Source: an optimization exercise on an open RTL-to-GDS flow (aim: small area and a short achievable clock period). Production flows keep margins and buffers that such runs may drop. Only simulation tests tie the RTL to the original design; equivalence was not proved. Power figures rest on the tool's default switching activity, not on a simulated workload.

File: flow/run.sh
#!/bin/bash
# The standard layout (standard.sh: the standard synthesis and ORFS
# flow, unchanged), with these flow settings changed:
#  - SETUP_SLACK_MARGIN: the timing repair steps aim for a setup slack
#    margin well above zero, so the layout is optimised for speed rather
#    than only for the (loose) clock period; the SDC is the design's own;
#  - CORE_UTILIZATION=42: a smaller core, for shorter wires;
#  - REMOVE_ABC_BUFFERS=1: the buffers from synthesis are removed at
#    floorplan and the resizer buffers the netlist afresh;
#  - every input and output port still gets a buffer, but a buf_1 cell
#    rather than the resizer's default pick (a slow delay buffer); the
#    timing repair may upsize it.
# The full tool output goes to standard.log in this folder.
set -uo pipefail
bash standard.sh SETUP_SLACK_MARGIN=20.3 CORE_UTILIZATION=42 REMOVE_ABC_BUFFERS=1 PLACE_DENSITY=0.7 \
  "BUFFER_PORTS_ARGS=-buffer_cell sky130_fd_sc_hd__buf_1" finish > standard.log 2>&1
File: standard.sh
#!/bin/bash
# synth_recipe.tcl (not shown) runs the flow's synth.tcl, then flattens the netlist and writes it again
# the make line also repeats each setting of config.mk as NAME=value (left out here)
make -C /OpenROAD-flow-scripts/flow DESIGN_CONFIG=/design/flow/config.mk WORK_HOME=/design/flow/orfs CLKGATE_MAP_FILE= SYNTH_SCRIPT=/design/flow/synth_recipe.tcl "${@:-finish}"
File: config.mk
export PLATFORM = sky130hd
export DESIGN_NAME = GameModeEazy
export DESIGN_NICKNAME = GameModeEazy
export VERILOG_FILES = /design/flow/design.v
export SDC_FILE = /design/flow/constraint.sdc
export NUM_CORES = 4
export LEC_CHECK = 0
export CAP_MARGIN = 20
export CORE_MARGIN = 2
export CORE_UTILIZATION = 30
export GPL_ROUTABILITY_DRIVEN = 1
export SLEW_MARGIN = 20
File: constraint.sdc
create_clock -name core_clock -period 28.0 [get_ports {clk}]
set_input_delay 5.6000 -clock core_clock [delete_from_list [all_inputs] [get_ports {clk}]]
set_output_delay 5.6000 -clock core_clock [all_outputs]
set_load 0.01 [all_outputs]
File: design.v
`timescale 1ns / 1ps
module judge(
	input [63:0]num,
	output [15:0] judge
    );
assign judge[0] = (num[3:0]==4'b0000)?1'b0:1'b1;	
assign judge[1] = (num[7:4]==4'b0000)?1'b0:1'b1;
assign judge[2] = (num[11:8]==4'b0000)?1'b0:1'b1;
assign judge[3] = (num[15:12]==4'b0000)?1'b0:1'b1;
assign judge[4] = (num[19:16]==4'b0000)?1'b0:1'b1;
assign judge[5] = (num[23:20]==4'b0000)?1'b0:1'b1;
assign judge[6] = (num[27:24]==4'b0000)?1'b0:1'b1;
assign judge[7] = (num[31:28]==4'b0000)?1'b0:1'b1;
assign judge[8] = (num[35:32]==4'b0000)?1'b0:1'b1;
assign judge[9] = (num[39:36]==4'b0000)?1'b0:1'b1;
assign judge[10] = (num[43:40]==4'b0000)?1'b0:1'b1;
assign judge[11] = (num[47:44]==4'b0000)?1'b0:1'b1;
assign judge[12] = (num[51:48]==4'b0000)?1'b0:1'b1;
assign judge[13] = (num[55:52]==4'b0000)?1'b0:1'b1;
assign judge[14] = (num[59:56]==4'b0000)?1'b0:1'b1;
assign judge[15] = (num[63:60]==4'b0000)?1'b0:1'b1;
endmodule
module dctl(
	input  wire [3:0] n,      
	input  wire [2:0] q,      
	input  wire [2:0] f,      
	input  wire [3:0] b3,     
	input  wire [2:0] f7,     
	output wire [9:0] pp,     
	output wire [5:0] pi,     
	output wire [3:0] occ,    
	output wire       big,    
	output wire       chg     
);
	wire h0 = q[0];
	wire t1 = h0;
	wire h1 = q[1] & ~t1;
	wire t2 = n[1] ? h1 : t1;
	wire h2 = q[2] & ~t2;
	wire t3 = n[2] ? h2 : t2;
	wire s0 = n[0] & ~(h0 & f[0]);
	wire s1 = n[1] & ~t1 & ~(h1 & f[1]);
	wire s2 = n[2] & ~t2 & ~(h2 & f[2]);
	wire s3 = n[3] & ~t3;
	wire p00 = s0, p01 = ~s0 & s1, p02 = ~s0 & ~s1 & s2, p03 = ~s0 & ~s1 & ~s2 & s3;
	wire p11 = s0 & s1, p12 = ((s0 & ~s1) | (~s0 & s1)) & s2;
	wire p13 = ((s0 & ~s1 & ~s2) | (~s0 & s1 & ~s2) | (~s0 & ~s1 & s2)) & s3;
	wire p22 = s0 & s1 & s2, p23 = ((s0 & s1 & ~s2) | (s0 & ~s1 & s2) | (~s0 & s1 & s2)) & s3;
	wire p33 = s0 & s1 & s2 & s3;
	assign pp = {p33, p23, p22 & ~h2, p13, p12 & ~h2, p11 & ~h1, p03, p02 & ~h2, p01 & ~h1, p00 & ~h0};
	assign pi = {p22 & h2, p12 & h2, p11 & h1, p02 & h2, p01 & h1, p00 & h0};
	assign occ = {p33, p22 | p23, p11 | p12 | p13, s0 | s1 | s2 | s3};
	assign big = (s0 & (b3[0] | (h0 & f7[0]))) | (s1 & (b3[1] | (h1 & f7[1]))) |
	             (s2 & (b3[2] | (h2 & f7[2]))) | (s3 & b3[3]);
	wire gap = (~n[0] & (n[1] | n[2] | n[3])) | (~n[1] & (n[2] | n[3])) | (~n[2] & n[3]);
	assign chg = gap | h0 | h1 | h2;
endmodule
module spawn(
	input  wire [15:0] em,
	input  wire [3:0]  c,       
	input  wire        changed,
	output wire [15:0] sel
);
	wire f0 = ~(|em[4:0]);
	wire f1 = ~(|em[9:5]);
	wire f2 = ~(|em[14:10]);
	wire f3 = ~em[15];
	wire g0 = changed & (c[0] | (c[1] & f1 & f2 & f3) | (c[2] & f2 & f3) | (c[3] & f3));
	wire g1 = changed & (c[1] | (c[2] & f2 & f3 & f0) | (c[3] & f3 & f0) | (c[0] & f0));
	wire g2 = changed & (c[2] | (c[3] & f3 & f0 & f1) | (c[0] & f0 & f1) | (c[1] & f1));
	wire g3 = changed & (c[3] | (c[0] & f0 & f1 & f2) | (c[1] & f1 & f2) | (c[2] & f2));
	assign sel[0]  = g0 & em[0];
	assign sel[1]  = g0 & ~em[0] & em[1];
	assign sel[2]  = g0 & ~em[0] & ~em[1] & em[2];
	assign sel[3]  = g0 & ~em[0] & ~em[1] & ~em[2] & em[3];
	assign sel[4]  = g0 & ~em[0] & ~em[1] & ~em[2] & ~em[3] & em[4];
	assign sel[5]  = g1 & em[5];
	assign sel[6]  = g1 & ~em[5] & em[6];
	assign sel[7]  = g1 & ~em[5] & ~em[6] & em[7];
	assign sel[8]  = g1 & ~em[5] & ~em[6] & ~em[7] & em[8];
	assign sel[9]  = g1 & ~em[5] & ~em[6] & ~em[7] & ~em[8] & em[9];
	assign sel[10] = g2 & em[10];
	assign sel[11] = g2 & ~em[10] & em[11];
	assign sel[12] = g2 & ~em[10] & ~em[11] & em[12];
	assign sel[13] = g2 & ~em[10] & ~em[11] & ~em[12] & em[13];
	assign sel[14] = g2 & ~em[10] & ~em[11] & ~em[12] & ~em[13] & em[14];
	assign sel[15] = g3 & em[15];
endmodule
module GameModeEazy(
input wire clk,
input wire rst,
input wire load,
input wire [63:0] load_board,
input wire [3:0]btn,
input wire [3:0]mode,
output wire [63:0] num,
output wire [15:0] judge
    );
reg [63:0] num_reg;
wire [15:0] nz;      
reg [1:0] count;
assign num = num_reg;
judge m0(.num(num),.judge(judge));
assign nz = judge;
wire [1:0] cnt_n = count + 2'd1;
wire [3:0] c1h = {cnt_n == 2'd3, cnt_n == 2'd2, cnt_n == 2'd1, cnt_n == 2'd0};
wire m3 = (mode == 4'b0011);
wire go = ~rst & ~load & m3;
wire [3:0] sd;
assign sd[0] = go & btn[0];
assign sd[1] = go & ~btn[0] & btn[1];
assign sd[2] = go & ~btn[0] & ~btn[1] & btn[2];
assign sd[3] = go & ~btn[0] & ~btn[1] & ~btn[2] & btn[3];
wire sh = ~rst & ~load & ~(m3 & (|btn));
wire sl = ~rst & load;
wire [15:0] f15, f7, b3;
wire [63:0] inc;
genvar i, l, p, d, j, k;
generate
for (i = 0; i < 16; i = i + 1) begin : cl
	assign f15[i] = &num_reg[4*i +: 4];
	assign f7[i]  = num_reg[4*i +: 4] == 4'd7;
	assign b3[i]  = num_reg[4*i + 3];
	assign inc[4*i +: 4] = num_reg[4*i +: 4] + 4'd1;
end
endgenerate
wire [63:0] tv [0:3];
wire [15:0] oc [0:3];
wire [3:0]  ch [0:3];
wire [3:0]  bg [0:3];
generate
for (l = 0; l < 8; l = l + 1) begin : pl
	localparam integer B = (l < 4) ? l : 4*(l-4);
	localparam integer S = (l < 4) ? 4 : 1;
	localparam integer DF = (l < 4) ? 0 : 2;
	localparam integer LI = (l < 4) ? l : l - 4;
	wire [3:0] c0 = num_reg[4*(B)     +: 4];
	wire [3:0] c1 = num_reg[4*(B+S)   +: 4];
	wire [3:0] c2 = num_reg[4*(B+2*S) +: 4];
	wire [3:0] c3 = num_reg[4*(B+3*S) +: 4];
	wire [3:0] n = {nz[B+3*S], nz[B+2*S], nz[B+S], nz[B]};
	wire [3:0] fl = {f15[B+3*S], f15[B+2*S], f15[B+S], f15[B]};
	wire [3:0] f7l = {f7[B+3*S], f7[B+2*S], f7[B+S], f7[B]};
	wire [3:0] b3l = {b3[B+3*S], b3[B+2*S], b3[B+S], b3[B]};
	wire [3:0] x0 = c1 | (c2 & {4{~n[1]}}) | (c3 & {4{~n[1] & ~n[2]}});
	wire [3:0] x1 = c2 | (c3 & {4{~n[2]}});
	wire E0 = n[0] & (c0 == x0);
	wire E1 = n[1] & (c1 == x1);
	wire E2 = n[2] & (c2 == c3);
	wire [2:0] qf = {E2, E1, E0};
	wire [2:0] qb = {n[1] & E0, n[2] & (n[1] ? E1 : E0), n[2] ? E2 : (n[1] ? E1 : E0)};
	wire [9:0] fpp, bpp;
	wire [5:0] fpi, bpi;
	wire [3:0] fc, bc;
	wire fch, bch, fbig, bbig;
	dctl fw(.n(n), .q(qf), .f(fl[2:0]), .b3(b3l), .f7(f7l[2:0]),
	        .pp(fpp), .pi(fpi), .occ(fc), .big(fbig), .chg(fch));
	dctl bw(.n({n[0], n[1], n[2], n[3]}), .q(qb), .f({fl[1], fl[2], fl[3]}),
	        .b3({b3l[0], b3l[1], b3l[2], b3l[3]}), .f7({f7l[1], f7l[2], f7l[3]}),
	        .pp(bpp), .pi(bpi), .occ(bc), .big(bbig), .chg(bch));
	wire [9:0] gfp = fpp,   gbp = bpp;
	wire [5:0] gfi = fpi,   gbi = bpi;
	wire [3:0] fe0 = c0, fe1 = c1, fe2 = c2, fe3 = c3;
	wire [3:0] fi0 = inc[4*B +: 4], fi1 = inc[4*(B+S) +: 4], fi2 = inc[4*(B+2*S) +: 4];
	wire [3:0] bi0 = inc[4*(B+3*S) +: 4], bi1 = inc[4*(B+2*S) +: 4], bi2 = inc[4*(B+S) +: 4];
	assign tv[DF][4*B +: 4] =
		(c0 & {4{gfp[0]}}) | (c1 & {4{gfp[1]}}) | (c2 & {4{gfp[2]}}) | (c3 & {4{gfp[3]}}) |
		(fi0 & {4{gfi[0]}}) | (fi1 & {4{gfi[1]}}) | (fi2 & {4{gfi[2]}});
	assign tv[DF][4*(B+S) +: 4] =
		(c1 & {4{gfp[4]}}) | (c2 & {4{gfp[5]}}) | (c3 & {4{gfp[6]}}) |
		(fi1 & {4{gfi[3]}}) | (fi2 & {4{gfi[4]}});
	assign tv[DF][4*(B+2*S) +: 4] =
		(c2 & {4{gfp[7]}}) | (c3 & {4{gfp[8]}}) | (fi2 & {4{gfi[5]}});
	assign tv[DF][4*(B+3*S) +: 4] = c3 & {4{gfp[9]}};
	assign tv[DF+1][4*(B+3*S) +: 4] =
		(c3 & {4{gbp[0]}}) | (c2 & {4{gbp[1]}}) | (c1 & {4{gbp[2]}}) | (c0 & {4{gbp[3]}}) |
		(bi0 & {4{gbi[0]}}) | (bi1 & {4{gbi[1]}}) | (bi2 & {4{gbi[2]}});
	assign tv[DF+1][4*(B+2*S) +: 4] =
		(c2 & {4{gbp[4]}}) | (c1 & {4{gbp[5]}}) | (c0 & {4{gbp[6]}}) |
		(bi1 & {4{gbi[3]}}) | (bi2 & {4{gbi[4]}});
	assign tv[DF+1][4*(B+S) +: 4] =
		(c1 & {4{gbp[7]}}) | (c0 & {4{gbp[8]}}) | (bi2 & {4{gbi[5]}});
	assign tv[DF+1][4*B +: 4] = c0 & {4{gbp[9]}};
	for (p = 0; p < 4; p = p + 1) begin : pos
		assign oc[DF][B+p*S]   = fc[p];
		assign oc[DF+1][B+p*S] = bc[3-p];
	end
	wire mg = E0 | E1 | E2;
	assign ch[DF][LI]   = mg | (~n[0] & (n[1] | n[2] | n[3])) | (~n[1] & (n[2] | n[3])) | (~n[2] & n[3]);
	assign ch[DF+1][LI] = mg | (~n[3] & (n[2] | n[1] | n[0])) | (~n[2] & (n[1] | n[0])) | (~n[1] & n[0]);
	assign bg[DF][LI]   = fbig;
	assign bg[DF+1][LI] = fbig;
end
endgenerate
wire [15:0] sp_sel [0:3];
wire [3:0] bgd;
generate
for (d = 0; d < 4; d = d + 1) begin : dir
	spawn sp(.em(~oc[d]), .c(c1h), .changed(|ch[d]), .sel(sp_sel[d]));
	assign bgd[d] = |bg[d];
end
endgenerate
wire [15:0] sel = (sp_sel[0] & {16{sd[0]}}) | (sp_sel[1] & {16{sd[1]}}) | (sp_sel[2] & {16{sd[2]}}) | (sp_sel[3] & {16{sd[3]}});
wire big = |(bgd & sd);
wire [63:0] nxt;
wire [15:0] nzl;
generate
for (i = 0; i < 16; i = i + 1) begin : nx
	assign nxt[4*i +: 4] = (tv[0][4*i +: 4] & {4{sd[0]}}) | (tv[1][4*i +: 4] & {4{sd[1]}}) |
	                       (tv[2][4*i +: 4] & {4{sd[2]}}) | (tv[3][4*i +: 4] & {4{sd[3]}}) |
	                       (num_reg[4*i +: 4] & {4{sh}}) | (load_board[4*i +: 4] & {4{sl}}) |
	                       {2'b00, sel[i] & big, sel[i] & ~big} |
	                       {3'b000, rst & (i == 1 || i == 15)};
	assign nzl[i] = |load_board[4*i +: 4];
end
endgenerate
always @(posedge clk) begin
	num_reg <= nxt;
	if (rst) count <= 2'b00;
	else if (~load & m3) count <= cnt_n;
end
endmodule
==> flow_summary.json, run 1 <==
{
  "status": "timing/DRC/antenna clean",
  "largest_reg_flops": 64,
  "seqPwrFrac": 0.109,
  "hp-class": "reg -> reg",
  "r2r_setup_slack_ns": 21.26,
  "nFillCells": 4708,
  "layout.cells.most_common_list": "nand2_1, nor2_1, o21ai_0, a21oi_1, buf_1",
  "final_common_cell": "nand2_1",
  "drc": 0,
  "p_leak_nw": 7.42,
  "grt_use_total": 0.468,
  "reg2reg_to": "num_reg[13]",
  "synth_seq_area_share": 0.0710,
  "r2r_start": "num_reg[16]",
  "period_needed_ns": 7.73,
  "tightest_slew_ns": 1.26,
  "hold_violations": 0,
  "setup_viol": 0,
  "grt_start_max_net_pins": 63,
  "drv_cap": 0,
  "vias_per_cell": 7.31,
  "max_slew_margin": 0.157,
  "grt_pass1_wl_um": 160000,
  "critical_path_required_ns": 28.29,
  "port_buffers": 154,
  "rr_worst_depth": 20,
  "cts_made_buffers": 9,
  "period_share": 0.276,
  "routed_wl_um": 113000,
  "tritoncts": "built",
  "p_total_mw": 0.964,
  "crit_path_end_kind": "flip-flop",
  "die-height_um": 214,
  "p_sw_mw": 0.574,
  "clockPowerShare": 0.137,
  "dieWidth_um": 214,
  "rsz0062_at_grt": "false",
  "report.final.slew_viol_count": 0,
  "core_area_mm2": 0.0439,
  "ys.flop_type": "dfxtp_1",
  "worstSetupPathType": "in -> reg",
  "tns_ns": 0,
  "ant_nets": 0,
  "io_pins": 155,
  "dp_hpwl_um": 86500,
  "met2_length_um": 44900,
  "cp-start-kind": "primary input",
  "max_freq_mhz": 129,
  "first_pass_iters": 8,
  "p_sw_frac": 0.595,
  "n_antenna_cell": 0,
  "gr-total-overflow": 0,
  "wl_met1_um": 41700,
  "cp_max_fo": 17,
  "gp_congestion": 1.08,
  "synth_top_area_share": 0.0710,
  "synthArstFlopShare": 0,
  "fin_skew_ns": 0.0105,
  "syn_to_final_growth_pct": 10.7,
  "worstHoldEndpoint": "count[1]",
  "ctsRootBufferMaster": "clkbuf_16",
  "yosysUniqueCellTypes": 107,
  "critical_path_arrival_ns": 8.02,
  "drt_iter0_markers": 5229,
  "netlist_area_mm2": 0.0186,
  "ctsLongestPathBuffers": 2,
  "ir_drop_uv": 29.9,
  "drive_gt1_frac": 0.106,
  "hold_path_startpoint": "count[1]",
  "register_area_mm2": 0.00133,
  "top_layer": "met5",
  "p_per_area_mw_per_mm2": 46.8,
  "die_area_mm2": 0.0460,
  "cts_max_level": 3,
  "multi_input_area_mm2": 0.0161,
  "grt_antenna_before_repair": 2,
  "syn_avg_cell_area_um2": 6.57,
  "syn_inst": 2833,
  "ys_warn_count": 1,
  "yosys.area.top_type": "dfxtp_1",
  "initial_utilization": 0.423,
  "clock_sinks": 66,
  "grt_pass1_vias": 23200,
  "ys_ff_latch": 66,
  "yosys-top-cells-area": "dfxtp_1, ha_1, nand2_1, xnor2_1, o21ai_0",
  "via_count": 25500,
  "nets": 3063,
  "synth_edf_count": 0,
  "routedWlPerCell_um": 32.3,
  "wl_met3_um": 17300,
  "min_delay_path_depth": 2,
  "cts.clk_slew.worst_paths_ns": 0.06,
  "rows": 77,
  "intPower_mw": 0.391,
  "clk_latency_ns": 0.40,
  "combinationalPowerShare": 0.754
}
-- per-layer routing --
| layer | global-route usage | vias up |
|---|---|---|
| met5 | 0 | - |
| met4 | 0.294 | 2 |
| met3 | 0.178 | 534 |
| met2 | 0.672 | 2260 |
| met1 | 0.587 | 11900 |
| li1 | - | 10900 |
-- final cells by class --
cell class | instances | share of cell area
repair buffers | 285 | 0.0787
inverters | 129 | 0.0256
multi-input cells | 2405 | 0.780
clock buffers | 13 | 0.0131
well taps | 592 | 0.0360
flip-flops and latches | 66 | 0.0645
clock inverters | 2 | 0.00170
-- cells by family after synthesis --
kind of cell,count (synthesis),synth area share
AO/OA/AOI/OAI,982,0.376
buffers and inverters,362,0.0772
XOR/XNOR,187,0.0881
adder cells (fa/ha/maj),92,0.0619
multiplexers,43,0.0239
flip-flops,66,0.0710
AND/OR/NAND/NOR,1101,0.302
-- worst max-delay path, cell delays in order --
cell	delay [ns]
buf_1	0.07
nor2_1	0.14
nand3_2	0.14
o21a_1	0.67
a221o_1	0.59
a222oi_1	0.42
o21ai_0	0.20
a21o_1	0.18
-- cells in the mapped netlist, types with 10 or more instances --
cell and instances:
a211o_1 10, a211oi_1 24, a21o_1 12, a21oi_1 163, a221o_1 18, a221oi_1 60, a222oi_1 62, a22o_1 16
a22oi_1 51, a31oi_1 43, a32oi_1 17, and2_1 32, and3_1 35, and3b_1 17, buf_1 21, buf_2 40
clkbuf_1 167, dfxtp_1 66, ha_1 92, inv_1 118, mux2_2 12, mux2i_1 31, nand2_1 294, nand2b_1 21
nand3_1 121, nand3b_1 10, nand4_1 29, nor2_1 250, nor2b_1 20, nor3_1 86, nor3b_1 13, nor4_1 27
nor4bb_1 20, o211ai_1 33, o21a_1 12, o21ai_0 204, o21ai_1 10, o221ai_1 32, o22ai_1 65, o31ai_1 15
or2_2 52, or3_1 22, xnor2_1 125, xor2_1 62
-- how the worst max path moves through the flow --
stage | startpoint | slack, ns | to
detailed placement | mode[3] | 18.87 | num_reg[49]
CTS | num_reg[48] | 20.30 | judge[12]
global route | mode[3] | 20.28 | num_reg[12]
global placement | mode[3] | 18.92 | num_reg[49]
finish | mode[3] | 20.27 | num_reg[1]
floorplan | mode[3] | 19.14 | num_reg[48]
-- stage by stage --
step / hold slack (ns) / instance area (um^2) / setup slack, ns / std cells / util
floorplan: 0.481 / 17600 / 19.14 / 2600 / -
global placement: 0.535 / 19800 / 18.92 / 3456 / 0.452
detailed placement: 0.531 / 19800 / 18.87 / 3456 / 0.452
CTS: 0.542 / 20400 / 20.30 / 3481 / 0.465
global route: 0.623 / 20600 / 20.28 / 3492 / 0.469
finish: 0.548 / 20600 / 20.27 / 3492 / 0.469
-- repair_timing --
action | in CTS | in global routing
gates resized for setup | 49 | 25
setup endpoints to repair | 54 | 41
hold buffers | 0 | 0
setup buffers | 9 | 10
cloned | 1 | 1
pin swaps | 4 | 4
-- power groups by stage --
stage / Sequential (mW) / Combinational [mW] / Clock [mW]
after floorplan: 0.127 / 0.404 / 0
after global placement: 0.107 / 0.674 / 0
after detailed placement: 0.107 / 0.668 / 0
after CTS: 0.105 / 0.679 / 0.131
after global routing: 0.105 / 0.757 / 0.134
final: 0.105 / 0.727 / 0.132
==> run 2: changes to the inputs <==
--- a/flow/run.sh
+++ b/flow/run.sh
@@ -12,5 +12,5 @@
 #    timing repair may upsize it.
 # The full tool output goes to standard.log in this folder.
 set -uo pipefail
-bash standard.sh SETUP_SLACK_MARGIN=20.3 CORE_UTILIZATION=42 REMOVE_ABC_BUFFERS=1 PLACE_DENSITY=0.7 \
+bash standard.sh SETUP_SLACK_MARGIN=20.3 CORE_UTILIZATION=42 REMOVE_ABC_BUFFERS=1 \
   "BUFFER_PORTS_ARGS=-buffer_cell sky130_fd_sc_hd__buf_1" finish > standard.log 2>&1
==> flow_summary.json, run 2 <==
{
  "gp_congestion": 1.09,
  "post-route-util": 0.472,
  "core_area_mm2": 0.0439,
  "wl_met1_um": 44300,
  "cts_made_buffers": 9,
  "p_per_area_mw_per_mm2": 47.9,
  "grt_pass1_wl_um": 169000,
  "r2r_setup_slack_ns": 21.11,
  "rr_worst_depth": 20,
  "largest_reg_flops": 64,
  "fin_skew_ns": 0.0153,
  "p_leak_nw": 7.45,
  "slowest_delay_ns": 0.29,
  "synth-adder-area-share": 0.0619,
  "path_cells": "buf_4 -> inv_1 -> ha_4 -> nor3b_4 -> buf_6 -> clkinv_4 -> buf_1",
  "cp-start-kind": "flip-flop",
  "period_needed_ns": 7.72,
  "synthXorXnorAreaFrac": 0.0881,
  "die-height_um": 214,
  "wl_met3_um": 18800,
  "hold_violations": 0,
  "period_share": 0.276,
  "initial_utilization": 0.423,
  "rows": 77,
  "ant_nets": 0,
  "ir_drop_uv": 28.1,
  "max_freq_mhz": 130,
  "max_slew_margin": 0.179,
  "nets": 3067,
  "setup_viol": 0,
  "via_count": 26400,
  "layout.cells.most_common_list": "nand2_1, nor2_1, o21ai_0, a21oi_1, buf_1",
  "cts.clk_slew.worst_paths_ns": 0.07,
  "netlist_area_mm2": 0.0186,
  "routedWlPerCell_um": 34.7,
  "yosys-top-cells-area": "dfxtp_1, ha_1, nand2_1, xnor2_1, o21ai_0",
  "grt_start_max_net_pins": 63,
  "rsz0062_at_grt": "true",
  "p_total_mw": 0.992,
  "ys_warn_count": 1,
  "synth_top_family_by_area": "compound AO/OA/AOI/OAI gates",
  "place_area_mm2": 0.0199,
  "synth_common_cells": "nand2_1, nor2_1, o21ai_0",
  "grt_pass1_vias": 23900,
  "met2_length_um": 48500,
  "syn_inst": 2833,
  "io_pins": 155,
  "startpoint": "num_reg[25]",
  "ys_ff_latch": 66,
  "synth_mux_area_frac": 0.0239,
  "design_area_mm2": 0.0207,
  "syn_avg_cell_area_um2": 6.57,
  "clock_sinks": 66,
  "ctsRootBufferMaster": "clkbuf_16",
  "synth_edf_count": 0,
  "tightest_slew_ns": 1.22,
  "dieWidth_um": 214,
  "drive_gt1_frac": 0.109,
  "cts_max_level": 3,
  "tns_ns": 0,
  "synth_seq_area_share": 0.0710,
  "slowest_stage": "dfxtp_1",
  "synth_most_common_cell": "nand2_1",
  "grt_use_total": 0.502,
  "top_layer": "met5",
  "status": "timing/DRC/antenna clean",
  "worstSetupPathType": "reg -> out",
  "cp_max_fo": 12,
  "hp-class": "reg -> reg",
  "reg2reg_to": "num_reg[13]",
  "drc": 0,
  "yosys.area_share.simple": 0.302,
  "crit_path_end_kind": "primary output",
  "final_common_cell": "nand2_1",
  "vias_per_cell": 7.55,
  "report.final.slew_viol_count": 0,
  "die_area_mm2": 0.0460,
  "drt_iter0_markers": 4773,
  "critical_path_required_ns": 22.40,
  "clk_latency_ns": 0.41,
  "critical_path_arrival_ns": 2.12,
  "drv_cap": 0,
  "endpoint": "judge[6]",
  "tritoncts": "built",
  "synth_top_area_share": 0.0710,
  "yosysUniqueCellTypes": 107,
  "synth_compound_area_frac": 0.376,
  "synthArstFlopShare": 0,
  "port_buffers": 154,
  "gr-total-overflow": 0,
  "ctsLongestPathBuffers": 2,
  "routed_wl_um": 121000,
  "ys.flop_type": "dfxtp_1",
  "grt_antenna_before_repair": 3,
  "dp_hpwl_um": 92600,
  "first_pass_iters": 9,
  "yosys.area.top_type": "dfxtp_1",
  "syn_to_final_growth_pct": 11.4,
  "r2r_start": "num_reg[17]"
}
[run 2: cell counts after synthesis]
No cell type changed its count.
[run 2: area by class of cell]
type                    instances  area (um^2)
fillers                      4707        23200
multi-input cells            2405        16100
repair buffers                289         1680
flip-flops and latches         66         1330
well taps                     592          741
inverters                     129          537
clock buffers                  13          270
clock inverters                 2         35.0
diodes                          5         12.5
[run 2: how the worst min path moves through the flow]
stage               startpoint  endpoint  slack, ns  cells past startpoint
global placement      count[1]  count[1]       0.51                      2
global route          count[1]  count[1]       0.59                      2
detailed placement    count[1]  count[1]       0.52                      2
CTS                   count[1]  count[1]       0.53                      2
finish                count[1]  count[1]       0.53                      2
floorplan             count[1]  count[1]       0.48                      2
[run 2: kinds of logic (layout without fill, tap and decap cells)]
group	after synthesis	after routing
other cells	0	5
mux	43	43
compound gates	982	982
flops	66	66
buf+inv	362	433
fa+ha+maj	92	92
simple gates	1101	1101
xor+xnor	187	187
[run 2: worst max-delay path: cells and delay by family (launching register included)]
kind	cells	cell delay, ns
AND/OR/NAND/NOR	1	0.25
buffers and inverters	5	0.90
flip-flops	1	0.29
adder cells (fa/ha/maj)	1	0.28
[run 2: repair_timing]
item,CTS,global route
endpoints found under the setup margin,59,37
setup buffers,9,10
resized for setup,62,28
cloned,0,2
hold buffers,0,0
pin swaps,2,5
[run 2: per-stage QoR]
stage               instances  hold WS (ns)  setup slack [ns]
floorplan                2600         0.481             19.14
global placement         3460         0.512             19.23
detailed placement       3460         0.520             19.18
CTS                      3484         0.532             20.30
global route             3496         0.590             20.23
finish                   3501         0.532             20.28
[run 2: layer usage]
metal  vias up  GRT usage
li1      10900          -
met1     12400      0.610
met2      2535      0.722
met3       635      0.215
met4         2      0.318
met5         -          0
[run 2: report_power, final]
group / total, mW / switching (mW) / internal, mW
Sequential: 0.105 / 0.00533 / 0.100
Clock: 0.134 / 0.0582 / 0.0757
Combinational: 0.753 / 0.534 / 0.219
Total: 0.992 / 0.597 / 0.394
==> run 3: changes to the inputs <==
--- a/flow/run.sh
+++ b/flow/run.sh
@@ -12,5 +12,5 @@
 #    timing repair may upsize it.
 # The full tool output goes to standard.log in this folder.
 set -uo pipefail
-bash standard.sh SETUP_SLACK_MARGIN=20.3 CORE_UTILIZATION=42 REMOVE_ABC_BUFFERS=1 \
+bash standard.sh SETUP_SLACK_MARGIN=20.3 CORE_UTILIZATION=36 REMOVE_ABC_BUFFERS=1 \
   "BUFFER_PORTS_ARGS=-buffer_cell sky130_fd_sc_hd__buf_1" finish > standard.log 2>&1
==> flow_summary.json, run 3 <==
{
  "cts_max_level": 3,
  "clk_latency_ns": 0.40,
  "p_sw_mw": 0.578,
  "slowest_delay_ns": 0.42,
  "ctsLongestPathBuffers": 2,
  "synth_most_common_cell": "nand2_1",
  "dp.cells": 3549,
  "final_common_cell": "nand2_1",
  "path_cells": "inv_1 -> ha_4 -> nor3b_4 -> buf_6 -> clkinv_4 -> buf_1",
  "report.final.slew_viol_count": 0,
  "synthArstFlopShare": 0,
  "via_count": 25700,
  "yosys.area.top_type": "dfxtp_1",
  "gr-total-overflow": 0,
  "ant_nets": 0,
  "drt_iter0_markers": 4639,
  "p_leak_nw": 7.45,
  "crit_family": "buffers and inverters",
  "ys_warn_count": 1,
  "crit_path_end_kind": "primary output",
  "rsz0062_at_grt": "true",
  "drv_cap": 0,
  "cts_hold_buf": 0,
  "period_share": 0.274,
  "finalNonFillerCells": 3595,
  "p_sw_frac": 0.599,
  "top_layer": "met5",
  "synth_seq_area_share": 0.0710,
  "vias_per_cell": 7.14,
  "wl_met3_um": 16400,
  "yosysUniqueCellTypes": 107,
  "yosys-top-cells-area": "dfxtp_1, ha_1, nand2_1, xnor2_1, o21ai_0",
  "p_total_mw": 0.965,
  "first_pass_iters": 12,
  "cp_max_fo": 12,
  "dieWidth_um": 231,
  "gp_congestion": 1.06,
  "synth_edf_count": 0,
  "met2_length_um": 46600,
  "grt_pass1_vias": 22900,
  "drive_gt1_frac": 0.114,
  "routed_wl_um": 116000,
  "grt_use_total": 0.416,
  "setup_viol": 0,
  "wl_met1_um": 44500,
  "hp-class": "reg -> reg",
  "cts.clk_slew.worst_paths_ns": 0.07,
  "ctsRootBufferMaster": "clkbuf_16",
  "combinationalPowerShare": 0.761,
  "p_per_area_mw_per_mm2": 46.3,
  "tightest_slew_ns": 1.14,
  "grt_pass1_wl_um": 164000,
  "grt_start_max_net_pins": 40,
  "core_area_mm2": 0.0512,
  "initial_utilization": 0.363,
  "critical_path_arrival_ns": 2.07,
  "pre_cts_ws_ns": 18.78,
  "holdWs_ns": 0.588,
  "syn_inst": 2833,
  "ys_ff_latch": 66,
  "largest_reg_flops": 64,
  "hold_violations": 0,
  "status": "timing/DRC/antenna clean",
  "seqPwrFrac": 0.109,
  "cp-start-kind": "flip-flop",
  "routedWlPerCell_um": 32.3,
  "io_pins": 155,
  "rows": 83,
  "clockPowerShare": 0.130,
  "slowest_stage": "dfxtp_2",
  "port_buffers": 154,
  "synth_common_cells": "nand2_1, nor2_1, o21ai_0",
  "die-height_um": 231,
  "tns_ns": 0,
  "die_area_mm2": 0.0535,
  "ys.flop_type": "dfxtp_1",
  "layout.cells.most_common_list": "nand2_1, nor2_1, o21ai_0, a21oi_1, buf_1",
  "syn_to_final_growth_pct": 12.0,
  "worstPathBufferInverterCount": 4,
  "max_slew_margin": 0.236,
  "max_freq_mhz": 130,
  "cts_made_buffers": 9,
  "tritoncts": "built",
  "drc": 0,
  "period_needed_ns": 7.67,
  "grt_antenna_before_repair": 3,
  "worst_slack_ns": 20.33,
  "ir_drop_uv": 24.7,
  "synth_top_area_share": 0.0710,
  "intPower_mw": 0.387,
  "clock_sinks": 66,
  "syn_avg_cell_area_um2": 6.57,
  "worstSetupPathType": "reg -> out",
  "critical_path_required_ns": 22.40,
  "netlist_area_mm2": 0.0186,
  "dp_hpwl_um": 88600,
  "fin_skew_ns": 0.0110,
  "nets": 3075
}
run 3: cell count changes in the layout (fill, tap and decap cells not counted), sizes merged:
cell	before	now
inv	118	116
clkbuf	15	11
diode	5	2
buf	287	296
clkinvlp	6	8
clkinv	6	10
run 3: cell type report:
type | count | area, um^2
Multi-Input combinational cell | 2405 | 16100
Antenna cell | 2 | 5.00
Clock buffer | 10 | 229
Timing Repair Buffer | 297 | 1730
Clock inverter | 6 | 57.6
Fill cell | 5613 | 30400
Inverter | 129 | 536
Sequential cell | 66 | 1330
Tap cell | 680 | 851
run 3: power by group through the flow:
stage	logic [mW]	registers, mW	clock network [mW]
floorplan	0.404	0.127	0
global placement	0.680	0.107	0
detailed placement	0.673	0.107	0
CTS	0.686	0.105	0.125
global route	0.764	0.105	0.128
finish	0.734	0.105	0.126
run 3: tightest hold or removal path, stage by stage (launching register included):
cell and delay, ns:
dfxtp_1 0.35, xnor2_1 0.16, nor2_1 0.04
run 3: metal layers:
layer	up-vias	track usage
met3	485	0.112
li1	10900	-
met5	-	0
met1	12000	0.550
met2	2284	0.607
met4	4	0.235
run 3: what timing repair did:
item / 4_1_cts / 5_1_grt
setup buffers: 14 / 11
resized for setup: 61 / 37
gates cloned: 0 / 3
setup endpoints to repair: 68 / 31
pin swaps: 3 / 2
run 3: cell families (layout without fill, tap and decap cells):
logic type / after synthesis / in the layout / share of synthesized area
other cells: 0 / 2 / 0
simple gates: 1101 / 1101 / 0.302
compound gates: 982 / 982 / 0.376
xor+xnor: 187 / 187 / 0.0881
flops: 66 / 66 / 0.0710
mux: 43 / 43 / 0.0239
buf+inv: 362 / 442 / 0.0772
fa+ha+maj: 92 / 92 / 0.0619
run 3: stage by stage:
stage | area [um^2] | util
after floorplan | 17600 | -
after global placement | 20000 | 0.390
after global routing | 20800 | 0.407
after detailed placement | 20000 | 0.390
final | 20800 | 0.407
after CTS | 20600 | 0.402
run 3: path summary, 6_finish.rpt:
| check | from | to | slack [ns] | cells after the start |
|---|---|---|---|---|
| worst min-delay path | count[0] | count[0] | 0.59 | 2 |
| worst max register to register | num_reg[16] | num_reg[13] | 21.14 | 20 |
| worst min register to register | count[0] | count[0] | 0.59 | 2 |
| worst max-delay path | num_reg[25] | judge[6] | 20.33 | 6 |
==> run 4: changes to the inputs <==
--- a/flow/run.sh
+++ b/flow/run.sh
@@ -4,7 +4,7 @@
 #  - SETUP_SLACK_MARGIN: the timing repair steps aim for a setup slack
 #    margin well above zero, so the layout is optimised for speed rather
 #    than only for the (loose) clock period; the SDC is the design's own;
-#  - CORE_UTILIZATION=42: a smaller core, for shorter wires;
+#  - CORE_UTILIZATION=36: a smaller core, for shorter wires;
 #  - REMOVE_ABC_BUFFERS=1: the buffers from synthesis are removed at
 #    floorplan and the resizer buffers the netlist afresh;
 #  - every input and output port still gets a buffer, but a buf_1 cell
==> flow_summary.json, run 4 <==
{
  "yosys.area.top_type": "dfxtp_1",
  "intPower_mw": 0.387,
  "hp-class": "reg -> reg",
  "synth_compound_area_frac": 0.376,
  "grt_antenna_before_repair": 3,
  "cts_hold_buf": 0,
  "p_per_area_mw_per_mm2": 46.3,
  "yosysUniqueCellTypes": 107,
  "synth-adder-area-share": 0.0619,
  "synth_common_cells": "nand2_1, nor2_1, o21ai_0",
  "synth_most_common_cell": "nand2_1",
  "combinationalPowerShare": 0.761,
  "gp_congestion": 1.06,
  "dp.cells": 3549,
  "max_freq_mhz": 130,
  "port_buffers": 154,
  "syn_inst": 2833,
  "drv_cap": 0,
  "dp_hpwl_um": 88600,
  "seqPwrFrac": 0.109,
  "yosys.area_share.simple": 0.302,
  "io_pins": 155,
  "tritoncts": "built",
  "synth_mux_area_frac": 0.0239,
  "cp_max_fo": 12,
  "syn_to_final_growth_pct": 12.0,
  "grt_use_total": 0.416,
  "ant_nets": 0,
  "report.final.slew_viol_count": 0,
  "p_sw_mw": 0.578,
  "final_common_cell": "nand2_1",
  "grt_start_max_net_pins": 40,
  "dieWidth_um": 231,
  "routedWlPerCell_um": 32.3,
  "ctsRootBufferMaster": "clkbuf_16",
  "die_area_mm2": 0.0535,
  "grt_pass1_wl_um": 164000,
  "period_share": 0.274,
  "synthXorXnorAreaFrac": 0.0881,
  "ys_ff_latch": 66,
  "rows": 83,
  "layout.cells.most_common_list": "nand2_1, nor2_1, o21ai_0, a21oi_1, buf_1",
  "setup_viol": 0,
  "finalNonFillerCells": 3595,
  "netlist_area_mm2": 0.0186,
  "via_count": 25700,
  "nets": 3075,
  "hold_violations": 0,
  "cts.clk_slew.worst_paths_ns": 0.07,
  "p_leak_nw": 7.45,
  "drive_gt1_frac": 0.114,
  "core_area_mm2": 0.0512,
  "clockPowerShare": 0.130,
  "ir_drop_uv": 24.7,
  "drt_iter0_markers": 4639,
  "ys.flop_type": "dfxtp_1",
  "clock_sinks": 66,
  "synthArstFlopShare": 0,
  "grt_pass1_vias": 22900,
  "worstSetupPathType": "reg -> out",
  "synth_seq_area_share": 0.0710,
  "period_needed_ns": 7.67,
  "crit_path_end_kind": "primary output",
  "vias_per_cell": 7.14,
  "max_slew_margin": 0.236,
  "first_pass_iters": 12,
  "ys_warn_count": 1,
  "synth_edf_count": 0,
  "initial_utilization": 0.363,
  "status": "timing/DRC/antenna clean",
  "clk_latency_ns": 0.40,
  "routed_wl_um": 116000,
  "cts_max_level": 3,
  "die-height_um": 231,
  "fin_skew_ns": 0.0110,
  "drc": 0,
  "ctsLongestPathBuffers": 2,
  "critical_path_required_ns": 22.40,
  "synth_top_area_share": 0.0710,
  "syn_avg_cell_area_um2": 6.57,
  "hold_path_startpoint": "count[0]",
  "largest_reg_flops": 64,
  "synth_top_family_by_area": "compound AO/OA/AOI/OAI gates",
  "r2r_start": "num_reg[16]",
  "rsz0062_at_grt": "true",
  "tns_ns": 0,
  "yosys-top-cells-area": "dfxtp_1, ha_1, nand2_1, xnor2_1, o21ai_0",
  "cts_made_buffers": 9,
  "critical_path_arrival_ns": 2.07,
  "tightest_slew_ns": 1.14,
  "cp-start-kind": "flip-flop",
  "gr-total-overflow": 0,
  "p_sw_frac": 0.599,
  "startpoint": "num_reg[25]"
}
==> run 4: cell counts after synthesis <==
Identical to the previous run, type by type.
==> run 4: cell families (layout without fill, tap and decap cells) <==
| group | after synthesis | in the layout |
|---|---|---|
| AO/OA/AOI/OAI | 982 | 982 |
| XOR/XNOR | 187 | 187 |
| adder cells (fa/ha/maj) | 92 | 92 |
| buffers and inverters | 362 | 442 |
| flip-flops | 66 | 66 |
| multiplexers | 43 | 43 |
| other | 0 | 2 |
| AND/OR/NAND/NOR | 1101 | 1101 |
==> run 4: path summary, 6_finish.rpt <==
kind                            slack, ns           to  depth (start not counted)
worst min-delay path                 0.59     count[0]                          2
worst min register to register       0.59     count[0]                          2
worst max register to register      21.14  num_reg[13]                         20
worst max-delay path                20.33     judge[6]                          6
==> run 4: power by group through the flow <==
stage	sequential [mW]	clock, mW	combinational, mW
CTS	0.105	0.125	0.686
finish	0.105	0.126	0.734
floorplan	0.127	0	0.404
global placement	0.107	0	0.680
detailed placement	0.107	0	0.673
global route	0.105	0.128	0.764
==> run 4: worst max-delay path, cell delays in order, from the launching register on <==
cell and delay [ns]:
dfxtp_2 0.42, inv_1 0.19, ha_4 0.26, nor3b_4 0.23
buf_6 0.23, clkinv_4 0.16, buf_1 0.16
==> run 4: per-layer routing <==
layer / GRT usage / wire [um]
met3: 0.112 / 16400
met1: 0.550 / 44500
met2: 0.607 / 46600
met5: 0 / 38
met4: 0.235 / 8720
==> run 4: through the flow <==
stage	cell area, um^2	setup slack, ns	hold WS, ns	total power, mW	utilization
global route	20800	20.28	0.641	0.998	0.407
CTS	20600	20.30	0.536	0.916	0.402
floorplan	17600	19.14	0.481	0.530	-
detailed placement	20000	18.78	0.526	0.780	0.390
global placement	20000	18.92	0.523	0.787	0.390
finish	20800	20.33	0.588	0.965	0.407
==> run 4: timing repair <==
action,4_1_cts,5_1_grt
setup buffers,14,11
gates resized for setup,61,37
gates cloned,0,3
endpoints found under the setup margin,68,31
pin swaps,3,2
==> run 4: cell type report <==
| cell class | instances | area [um^2] |
|---|---|---|
| clock inverters | 6 | 57.6 |
| inverters | 129 | 536 |
| diodes | 2 | 5.00 |
| repair buffers | 297 | 1730 |
| well taps | 680 | 851 |
| multi-input cells | 2405 | 16100 |
| flip-flops and latches | 66 | 1330 |
| clock buffers | 10 | 229 |
| fillers | 5613 | 30400 |

## port drivers added, routing unchanged
Ports are ideal in the flow. The routed layouts listed here were re-timed in OpenROAD. Step 1: set_driving_cell puts a clkbuf_16 on clk and a buf_2 on each other input, an assumption about the parent block. Step 2, shift: input delay + t, output delay - t, t = (earliest + latest rising clock arrival at the registers) / 2. This alone moves slack from input paths to output paths. Slacks: ideal ports / drivers / drivers and shift; pairs: ideal ports / drivers.
| run | t (ns) | slack for setup (ns) | worst register clock-pin slew, ns |
|---|---|---|---|
| run 1 | 0.448 | 20.271 / 20.240 / 19.855 | 0.07 / 0.07 |
| run 2 | 0.456 | 20.283 / 20.226 / 19.935 | 0.07 / 0.07 |
| run 3 | 0.449 | 20.325 / 20.272 / 19.937 | 0.07 / 0.07 |
| run 4 | 0.449 | 20.325 / 20.272 / 19.937 | 0.07 / 0.07 |
After both steps setup and hold are still met in every run listed. For run 1, which loses most, drivers alone change the setup slack by -0.031 ns; drivers and shift together by -0.416 ns.
